This is an optimization exercise on Yosys and OpenROAD, whose aim is small area, a short achievable clock period and few clock cycles, not a production implementation.
In this exercise RTL edits were held to simulation tests only and were not proved equivalent to the original.
No activity file was given, so power comes from the tool's default toggle rates.

==> flow/run.sh <==
#!/bin/bash
# synth_recipe.tcl (not shown) runs the flow's synth.tcl, then flattens the netlist and writes it again
# the make line also repeats each setting of config.mk as NAME=value (left out here)
make -C /OpenROAD-flow-scripts/flow DESIGN_CONFIG=/design/flow/config.mk WORK_HOME=/design/flow/orfs CLKGATE_MAP_FILE= SYNTH_SCRIPT=/design/flow/synth_recipe.tcl finish
==> flow/config.mk <==
export PLATFORM = sky130hd
export DESIGN_NAME = Controller_module
export DESIGN_NICKNAME = Controller_module
export VERILOG_FILES = /design/flow/design.v
export SDC_FILE = /design/flow/constraint.sdc
export NUM_CORES = 4
export LEC_CHECK = 0
export CAP_MARGIN = 20
export CORE_MARGIN = 2
export CORE_UTILIZATION = 40
export SLEW_MARGIN = 20
==> flow/constraint.sdc <==
create_clock -name core_clock -period 6.0 [get_ports {working_clock}]
set_input_delay 1.2000 -clock core_clock [delete_from_list [all_inputs] [get_ports {working_clock}]]
set_output_delay 1.2000 -clock core_clock [all_outputs]
set_load 0.01 [all_outputs]
==> flow/design.v <==
module Controller_module (
    input working_clock,
    input reset_machine,
    input controller_change_mode,
    input key_valid,
    input [3:0]key_code,
    output key_ack,
    output reg out_valid,
    output out_device,
    output [7:0]out_char,
    output editing,
    output halted
    );
    localparam [3:0] S_ZER = 4'h0, S_INP = 4'h1, S_OUP = 4'h2, S_PAS = 4'h3,
                     S_MOL = 4'h4, S_SUB = 4'h5, S_LOL = 4'h6, S_MOR = 4'h7,
                     S_ADD = 4'h8, S_LOR = 4'h9, S_CEO = 4'ha, S_END = 4'hb;
    localparam [2:0] M_EDIT = 3'd0, M_RUN = 3'd1, M_HALT = 3'd2,
                     M_FSCAN = 3'd3, M_BSCAN = 3'd4;
    reg [2:0] mode;
    reg [3:0] tape [0:126];
    reg [6:0] cursor;
    reg [6:0] hw;             
    reg [3:0] kreg;           
    reg kv;
    reg [6:0] pc;
    wire [3:0] rd = (pc < hw) ? tape[pc] : S_END;
    wire edit_we = kv && kreg <= 4'hb && cursor != 7'd127;
    always @(posedge working_clock)
        if (edit_we) tape[cursor] <= kreg;
    reg [7:0] mem [0:63];    
    reg [5:0] ptr;
    wire [7:0] cur = mem[0];
    wire cur_zero = (cur == 8'd0);
    reg dev;
    reg [3:0] ir;             
    reg pred;                 
    reg [6:0] ft;             
    reg [6:0] s0, s1;         
    reg [6:0] d;              
    reg [6:0] cnt;            
    wire run = (mode == M_RUN);
    wire e_inp  = run && ir == S_INP;
    wire stall  = e_inp && !key_valid;
    wire e_push = run && ir == S_LOL && !cur_zero;
    wire e_skip = run && ir == S_LOL && cur_zero;
    wire e_miss = run && ir == S_LOR && pred && cur_zero;
    wire e_pop_u = run && ir == S_LOR && !pred && cur_zero;
    wire e_back = run && ir == S_LOR && !pred && !cur_zero;
    wire e_end  = run && ir == S_END;
    wire e_mor  = run && ir == S_MOR && ptr != 6'd63;
    wire e_mol  = run && ir == S_MOL && ptr != 6'd0;
    wire [6:0] d_eff = e_push ? d + 7'd1 : e_pop_u ? d - 7'd1 : d;
    wire [6:0] top_eff = e_push ? pc : (d_eff == 7'd1) ? s0 : s1;
    wire has_top = (d_eff == 7'd1) || (d_eff == 7'd2);
    assign key_ack = key_valid && (mode == M_EDIT || e_inp);
    assign editing = (mode == M_EDIT) && !kv;
    assign halted = (mode == M_HALT);
    assign out_device = dev;
    assign out_char = cur;
    always @(posedge working_clock) begin
        if (reset_machine) begin
            mode <= M_EDIT;
            cursor <= 7'd0;
            hw <= 7'd0;
            kv <= 1'b0;
            ptr <= 6'd0;
            dev <= 1'b0;
            out_valid <= 1'b0;
            d <= 7'd0;
        end else begin
            out_valid <= run && ir == S_OUP;
            kv <= key_valid && mode == M_EDIT;
            kreg <= key_code;
            if (kv) begin
                if (kreg <= 4'ha) begin
                    if (cursor != 7'd127) cursor <= cursor + 7'd1;
                    if (cursor == hw && cursor != 7'd127) hw <= hw + 7'd1;
                end else if (kreg == 4'hb) begin
                    if (cursor != 7'd0) cursor <= cursor - 7'd1;
                end
            end
            case (mode)
            M_EDIT: if (controller_change_mode) begin
                mode <= M_RUN;
                pc <= 7'd1;
                ir <= rd;    
                pred <= 1'b0;
            end else begin
                pc <= 7'd0;
            end
            M_RUN: begin
                if (e_inp && key_valid) ;
                if (e_mor) ptr <= ptr + 6'd1;
                if (e_mol) ptr <= ptr - 6'd1;
                if (run && ir == S_CEO) dev <= ~dev;
                if (e_push) begin
                    d <= d + 7'd1;
                    if (d == 7'd0) s0 <= pc;
                    if (d == 7'd1) s1 <= pc;
                end
                if (e_miss || e_pop_u) d <= d - 7'd1;
                if (e_end) mode <= M_HALT;
                else if (e_skip) begin
                    mode <= M_FSCAN;
                    cnt <= 7'd0;
                    ir <= S_PAS;
                end else if (e_back) begin
                    mode <= M_BSCAN;
                    cnt <= 7'd0;
                    pc <= pc - 7'd2;
                    ir <= S_PAS;
                end else if (e_miss) begin
                    pc <= ft;
                    ir <= S_PAS;
                    pred <= 1'b0;
                end else if (!stall) begin
                    ir <= rd;
                    if (rd == S_LOR && has_top) begin
                        pc <= top_eff;
                        ft <= pc + 7'd1;
                        pred <= 1'b1;
                    end else begin
                        pc <= pc + 7'd1;
                        pred <= 1'b0;
                    end
                end
            end
            M_FSCAN: begin
                pc <= pc + 7'd1;
                if (rd == S_LOL) cnt <= cnt + 7'd1;
                if (rd == S_LOR) begin
                    cnt <= cnt - 7'd1;
                    if (cnt == 7'd0) mode <= M_RUN;
                end
            end
            M_BSCAN: begin
                pc <= pc - 7'd1;
                if (rd == S_LOR) cnt <= cnt + 7'd1;
                if (rd == S_LOL) begin
                    cnt <= cnt - 7'd1;
                    if (cnt == 7'd0) begin
                        mode <= M_RUN;
                        pc <= pc + 7'd1;
                    end
                end
            end
            default: ;
            endcase
        end
    end
    integer i;
    always @(posedge working_clock) begin
        if (reset_machine) begin
            for (i = 0; i < 64; i = i + 1) mem[i] <= 8'd0;
        end else if (e_mor) begin
            for (i = 0; i < 64; i = i + 1) mem[i] <= mem[(i + 1) % 64];
        end else if (e_mol) begin
            for (i = 0; i < 64; i = i + 1) mem[i] <= mem[(i + 63) % 64];
        end else if (run) begin
            case (ir)
            S_ADD: mem[0] <= cur + 8'd1;
            S_SUB: mem[0] <= cur - 8'd1;
            S_ZER: mem[0] <= 8'd0;
            S_INP: if (key_valid) mem[0] <= {4'd0, key_code};
            default: ;
            endcase
        end
    end
endmodule
==> qor.csv, run 1 <==
stage,metric,value,unit
status,outcome,timing/DRC/antenna clean,
power_and_ir_drop,p_leak,17.83,nW
cts,clockRootBuffer,clkbuf_16,
setup_path,path_common_cell,buf_4,
hold_path,min_to,mem[15][1],
cts,clk_pin_slew_worst_paths,0.06,ns
setup_path,cp.buffers_inverters,2,
run,cap_violations,0,
timing,skew,0.04407,ns
yosys,ys_async_sr_fraction,0,%
hold_path,hold_class,reg2reg,
floorplanning,core-area,0.1197,sq mm
timing,rsz0062_at_grt,false,
grt,grt.overflow.total,0,
setup_path,start_kind,flip-flop,
timing,clock.fmax,0.2093,GHz
cts,cts_hold_buf,0,
power_and_ir_drop,ir_worst_vdd,0.2824,mV
routing,drtAntennaViolNets,0,
timing,finalHoldViolations,0,
cts,cts.sinks,1104,
timing,min_period_over_period,79.62,%
setup_path,slowest_delay,0.88,ns
cts,clockBufferDepth,3,
placed_design,place_congestion,0.8988,
yosys,syn_avg_cell_area,10.27,sq um
setup_path,rr_worst_depth,11,
yosys,syn-num-nets,4726,
final_layout,fillCellCount,11150,
yosys,syn_area,0.04809,sq mm
cts,worstSkewPairLatency,0.73,ns
yosys,synth.top_cells.by_count,"nand2_1 (1116), nor2_1 (735), dfxtp_1 (552), edfxtp_1 (552), a311oi_1 (506)",
timing,slew_headroom,20.25,%
routing,drc_errors,0,
final_layout,multi_input_area,0.01866,sq mm
final_layout,areaGrowthSynthToFinish,10.83,%
setup_path,crit_family,simple AND/OR/NAND/NOR gates,
setup_path,reg2reg_to,cnt[6],
routing,routed_via_density,5.617,
yosys,yosysSeqAreaShare,57.44,%
cts,cts_setup_buffers,0,
yosys,yosys.cell_types.count,74,
routing,routedWlPerCell,18.83,um
yosys,ys.flop_type,edfxtp_1,
final_layout,fin_area,0.05330,sq mm
yosys,synth_cells,4683,
grt,grt_pass1_vias,32780,
floorplanning,rows,127,
setup_path,worstPathCellList,"buf_4, mux4_2, or2_2, a21oi_1, o21ai_0, a31oi_1, nor3_1, nor4_1, a211oi_1, a2111oi_2, buf_4",
yosys,yosys.area.top_type_share,34.47,%
setup_path,endpoint_kind,flip-flop,
power_and_ir_drop,cellPowerDensity,379.1,mW/mm^2
setup_path,cp_max_fo,38,
routing,wl,117000,um
yosys,yosysMostFrequentCell,nand2_1,
timing,finalMaxSlewViolations,0,
hold_path,hold_path.startpoint,mem[14][1],
placed_design,hpwl,70440,um
final_layout,insertedDiodeCount,0,
placed_design,portBuffers,20,
yosys,synth.ff_latch_count,1104,
grt,antenna_found_initial,0,
cts,cts_max_level,3,
placed_design,dpl-instance-area,0.04929,sq mm
cts,cts_tree,built,
timing,period_needed,4.777,ns
floorplanning,start_util,40.19,%
floorplanning,num_io_pins,21,
yosys,netlist_top_cells_area,"edfxtp_1 (34%), dfxtp_1 (23%), a311oi_1 (9.2%), nand2_1 (8.7%), nor2_1 (5.7%)",
yosys,synth_edf_count,552,
timing,finalSetupViolations,0,
final_layout,layout.nets,4545,
routing,drt_pass1_iterations,7,
timing,worst_pin_slew,1.193,ns
grt,grt_pass1_wl,185900,um
routing,drtIter0Drc,3535,
setup_path,cp.required,6.44,ns
timing,tns,0,ns
hold_path,hold_depth,2,
final_layout,layout.area.seq,0.02764,sq mm
final_layout,layout-drive-gt1-share,8.042,%
yosys,synth_area_leader_cell,edfxtp_1,
routing,dr_total_vias,34900,
yosys,yosys_warnings,2,
grt,grt_max_degree,253,
setup_path,regToRegSetupSlack,1.22,ns
floorplanning,die_y,350.7,um
cts,cts_buffers,114,
cts,ctsResizeCount,0,
setup_path,arrival,5.22,ns
setup_path,cp.depth,11,
setup_path,path_class,reg2reg,
floorplanning,dieArea,0.1230,sq mm
grt,grtUsageTotal,18.64,%
floorplanning,dieWidth,350.7,um
setup_path,critical_path.slowest_cell,dfxtp_4,
-- worst max-delay path by stage --
stage | end | from | slack (ns)
2_1_floorplan | cursor[6] | kreg[3] | 1.98
3_3_place_gp | cnt[4] | flip-flop | 1.31
3_5_place_dp | cnt[4] | flip-flop | 1.29
4_1_cts | cnt[6] | flip-flop | 1.19
5_1_grt | cnt[4] | flip-flop | 0.99
6_report | cnt[6] | flip-flop | 1.22
-- worst reg2reg max path, cell delays in order (launching register included) --
cell	delay, ns
dfxtp_4	0.88
buf_4	0.45
mux4_2	0.54
or2_2	0.28
a21oi_1	0.14
o21ai_0	0.16
a31oi_1	0.43
nor3_1	0.19
nor4_1	0.81
a211oi_1	0.14
a2111oi_2	0.25
buf_4	0.22
-- power by group --
part	internal (mW)	switching (mW)	leakage, nW
combinational	1.56	2.33	6.46
clock	4.35	3.10	1.93
sequential	8.31	0.556	9.43
total	14.2	5.99	17.8
-- stage by stage --
stage | total power, mW | std cells | util [%] | worst slack (ns) | hold WS (ns)
floorplan | 11.74 | 4683 | - | 1.983 | 0.4680
global placement | 12.82 | 5996 | 41.18 | 1.310 | 0.4791
detailed placement | 12.88 | 5997 | 41.19 | 1.287 | 0.4825
CTS | 20.32 | 6212 | 44.52 | 1.189 | 0.4702
global route | 21.00 | 6213 | 44.55 | 0.9860 | 0.4845
finish | 20.21 | 6213 | 44.55 | 1.223 | 0.4659
-- kinds of logic after synthesis --
| group | Yosys count | share of synthesized area, % |
|---|---|---|
| AOI/OAI and AO/OA | 763 | 12.90 |
| xor gates and xnor gates | 59 | 1.074 |
| adders and majority gates | 35 | 0.9574 |
| buffers and inverters | 424 | 3.814 |
| DFF | 1104 | 57.44 |
| muxes | 234 | 6.590 |
| and+or+nand+nor | 2064 | 17.22 |
-- per-layer routing --
metal,GRT usage (%),wire [um],vias to the layer above
met4,5.036,2832,0
met2,29.28,53300,934
met5,0,0,-
li1,-,-,16620
met3,3.347,7292,179
met1,26.47,53570,17160
-- cell type report --
class / count / area share, %
Sequential cell: 1104 / 51.85
Tap cell: 1612 / 3.784
Inverter: 38 / 0.2817
Multi-Input combinational cell: 3155 / 35.01
Clock buffer: 141 / 5.749
Clock inverter: 74 / 1.730
Timing Repair Buffer: 89 / 1.596
-- sequential cells by signal, summed over array words and instances, names as in the netlist, 6 cells and up, named ones only --
name / flops
mem: 512
tape: 508
cnt: 7
cursor: 7
d: 7
ft: 7
hw: 7
pc: 7
s0: 7
s1: 7
ptr: 6
-- placed cells by master (no fill, tap or decap), drive strengths merged, types with 11 or more instances in the layout --
| cell type | instances |
|---|---|
| a21o | 11 |
| a21oi | 64 |
| a22oi | 59 |
| a311oi | 506 |
| a31oi | 13 |
| and2 | 12 |
| buf | 70 |
| bufinv | 16 |
| clkbuf | 141 |
| clkdlybuf4s50 | 19 |
| clkinv | 44 |
| dfxtp | 552 |
| edfxtp | 552 |
| ha | 32 |
| inv | 44 |
| mux2 | 21 |
| mux2i | 149 |
| mux4 | 64 |
| nand2 | 1116 |
| nand2b | 21 |
| nand3 | 52 |
| nand4 | 20 |
| nor2 | 735 |
| nor2b | 17 |
| nor3 | 30 |
| nor4 | 13 |
| o21ai | 25 |
| o22ai | 14 |
| xnor2 | 38 |
| xor2 | 21 |
Testbench counts, summed over its fixed seeds: cycles 60,167.
==> run 2, diff against run 1 <==
--- a/flow/config.mk
+++ b/flow/config.mk
@@ -5,7 +5,9 @@
 export SDC_FILE = /design/flow/constraint.sdc
 export NUM_CORES = 4
 export LEC_CHECK = 0
+export ABC_CLOCK_PERIOD_IN_PS = 3000
 export CAP_MARGIN = 20
 export CORE_MARGIN = 2
 export CORE_UTILIZATION = 40
+export SETUP_SLACK_MARGIN = 2.5
 export SLEW_MARGIN = 20
==> qor.csv, run 2 <==
stage,metric,value,unit,change
status,outcome,timing/DRC/antenna clean,,
yosys,netlist_top_cells_area,"edfxtp_1 (34%), dfxtp_1 (23%), a311oi_1 (9.2%), nand2_1 (8.7%), nor2_1 (5.7%)",,
hold_path,hold_class,reg2reg,,
yosys,yosys.area.top_type_share,34.47,%,unchanged
yosys,yosys_warnings,2,,unchanged
yosys,yosysSeqAreaShare,57.44,%,unchanged
yosys,synth_area_leader_cell,edfxtp_1,,
final_layout,largest_register,mem,,
grt,grt_pass1_vias,33450,,+2.0%
power_and_ir_drop,power,21.30,mW,+5.4%
power_and_ir_drop,cellPowerDensity,386.1,mW/mm^2,+1.8%
cts,clockBufferDepth,3,,unchanged
placed_design,hpwl,69160,um,-1.8%
yosys,syn_avg_cell_area,10.27,sq um,unchanged
cts,clk_pin_slew_worst_paths,0.06,ns,about the same
setup_path,cp_max_fo,16,,-58%
cts,cts_max_level,3,,unchanged
grt,grt_pass1_wl,193700,um,+4.2%
timing,worst_pin_slew,1.053,ns,-0.1409 ns
setup_path,start_kind,flip-flop,,
yosys,synth.ff_latch_count,1104,,unchanged
timing,skew,0.05691,ns,+0.01285 ns
floorplanning,dieArea,0.1230,sq mm,unchanged
cts,cts_buffers,114,,unchanged
yosys,syn-num-nets,4726,,unchanged
cts,cts_tree,built,,
timing,tns,0,ns,unchanged
timing,finalMaxSlewViolations,0,,unchanged
placed_design,portBuffers,20,,unchanged
final_layout,layout.nets,4657,,+2.5%
timing,finalSetupViolations,0,,unchanged
routing,routedWlPerCell,19.90,um,+5.7%
yosys,synth.top_cells.by_count,"nand2_1 (1116), nor2_1 (735), dfxtp_1 (552), edfxtp_1 (552), a311oi_1 (506)",,
cts,clockRootBuffer,clkbuf_16,,
floorplanning,die_y,350.7,um,unchanged
run,cap_violations,0,,unchanged
timing,clock.fmax,0.2671,GHz,+28%
timing,finalHoldViolations,0,,unchanged
yosys,synth_cells,4683,,unchanged
final_layout,instances_no_fill,6326,,+1.8%
floorplanning,rows,127,,unchanged
power_and_ir_drop,p_leak,18.68,nW,+4.8%
grt,grt_max_degree,245,,-3.2%
final_layout,layout_commonest_cell,nand2_1,,
yosys,yosysMostFrequentCell,nand2_1,,
yosys,ys.flop_type,edfxtp_1,,
grt,grt.overflow.total,0,,unchanged
setup_path,regToRegSetupSlack,2.26,ns,+1.03 ns
final_layout,reg_top3,"mem: 512 flops, tape: 508 flops",,
setup_path,cp.required,6.44,ns,about the same
timing,rsz0062_at_grt,true,,
routing,drt_pass1_iterations,6,,-1
grt,antenna_found_initial,2,,+2
setup_path,arrival,4.18,ns,-1.04 ns
setup_path,worstPathCellList,"buf_4, nand2b_1, nor2_1, nand3_1, o311ai_2, nor4_4, buf_4, or3_4, nor4_4, buf_6, buf_12, mux2i_2, xor2_1, o22ai_1",,
final_layout,largest_reg_flops,512,,unchanged
routing,drc_errors,0,,unchanged
setup_path,path_class,reg2reg,,
floorplanning,start_util,40.19,%,unchanged
cts,worstSkewPairLatency,0.72,ns,about the same
final_layout,final_cell_mix,"nand2_1 (1116), nor2_1 (729), edfxtp_1 (552)",,
setup_path,critical_path.slowest_cell,nor2_1,,
final_layout,areaGrowthSynthToFinish,14.71,%,
floorplanning,dieWidth,350.7,um,unchanged
setup_path,slowest_delay,0.48,ns,-0.40 ns
yosys,syn_area,0.04809,sq mm,unchanged
setup_path,endpoint_kind,flip-flop,,
yosys,synth_edf_count,552,,unchanged
timing,min_period_over_period,62.39,%,-17 points
routing,routed_via_density,5.688,,+1.3%
timing,period_needed,3.743,ns,-1.034 ns
routing,drtAntennaViolNets,0,,unchanged
floorplanning,core-area,0.1197,sq mm,unchanged
routing,dr_total_vias,35980,,+3.1%
floorplanning,num_io_pins,21,,unchanged
timing,slew_headroom,29.83,%,+9.6 points
power_and_ir_drop,ir_worst_vdd,0.2701,mV,-4.4%
placed_design,place_congestion,0.8750,,-2.6%
final_layout,insertedDiodeCount,0,,unchanged
cts,cts.sinks,1104,,unchanged
routing,drtIter0Drc,3674,,+3.9%
final_layout,layout-drive-gt1-share,11.86,%,+3.8 points
yosys,yosys.cell_types.count,74,,unchanged
placed_design,placed_cells,5999,,+0.033%
grt,grtUsageTotal,19.67,%,+1.0 points
yosys,ys_async_sr_fraction,0,%,unchanged
routing,wl,125900,um,+7.6%
run 2: cell counts after synthesis:
No cell type changed its count.
run 2: cell families after synthesis:
group | share of synthesized area (%)
buffers and inverters | 3.814
adder cells (fa/ha/maj) | 0.9574
AO/OA/AOI/OAI | 12.90
multiplexers | 6.590
AND/OR/NAND/NOR | 17.22
flip-flops | 57.44
XOR/XNOR | 1.074
run 2: final cells by class:
| class | instances | area (sq um) |
|---|---|---|
| sequential | 1104 | 27650 |
| timing repair buffer | 197 | 2198 |
| timing repair inverter | 1 | 8.758 |
| fill | 11100 | 64480 |
| inverter | 38 | 158.9 |
| clock buffer | 145 | 3146 |
| multi-input combinational | 3158 | 19190 |
| tap | 1612 | 2017 |
| clock inverter | 71 | 799.5 |
run 2: final timing paths:
path / from / endpoint / cells after the start
worst max-delay path: flip-flop / cnt[2] / 14
worst min-delay path: mem[23][7] / mem[24][7] / 2
worst max register to register: flip-flop / cnt[2] / 14
worst min register to register: mem[23][7] / mem[24][7] / 2
run 2: routing by layer:
layer  global-route usage [%]  routed length [um]  vias to the layer above  share of wire [%]
li1                         -                   -                    16860                  -
met1                    28.15               56790                    17890                 45
met2                    31.19               58690                     1057                 47
met3                    2.961                7708                      186                6.1
met4                    5.089                2715                        0                2.2
met5                        0                   0                        -                  0
run 2: worst max-delay path, delay by kind of cell (launching register included):
kind | cells | cell delay [ns]
simple gates | 6 | 1.83
compound gates | 2 | 0.25
xor+xnor | 1 | 0.18
flops | 1 | 0.31
mux | 1 | 0.22
buf+inv | 4 | 0.67
run 2: report_power, final:
group          total, mW  switching, mW  internal (mW)
clock network       7.43           3.07           4.36
logic               5.21           2.95           2.26
registers           8.65          0.337           8.32
run 2: what timing repair did:
| action | CTS | global route |
|---|---|---|
| setup buffers | 65 | 34 |
| hold buffers | 0 | 0 |
| resized for setup | 115 | 59 |
| gates cloned | 9 | 3 |
| pin swaps | 24 | 34 |
| endpoints found under the setup margin | 471 | 329 |
run 2: metrics by stage:
stage / hold slack (ns) / instance area [sq um] / setup slack (ns) / util [%]
after detailed placement: 0.4825 / 49350 / 1.195 / 41.24
after global placement: 0.4793 / 49350 / 1.217 / 41.24
final: 0.4654 / 55170 / 2.257 / 46.11
after floorplan: 0.4680 / 48110 / 2.154 / -
after CTS: 0.4686 / 54540 / 2.385 / 45.59
after global routing: 0.4935 / 55170 / 2.234 / 46.11

static timing again, ports no longer ideal:
In the flow no input, the clock included, has a driving cell. The finished layouts below were timed again as built, in two steps.
Step 1 sets driving cells, clkbuf_16 on the clock port and buf_2 on the other inputs (assumed; they add their load-dependent delay and slew).
Step 2, shift: input delay + t, output delay - t, t = (earliest + latest rising clock arrival at the registers) / 2. This alone moves slack from input paths to output paths.
Three values: ideal, step 1, step 2; two values: the first two.
run	shift t [ns]	setup slack, ns	latest minus earliest clock arrival (ns)
run 1	0.774	1.223 / 1.223 / 1.223	0.044 / 0.044
run 2	0.770	2.257 / 2.257 / 2.257	0.067 / 0.067
After both steps every run listed still meets setup and hold.
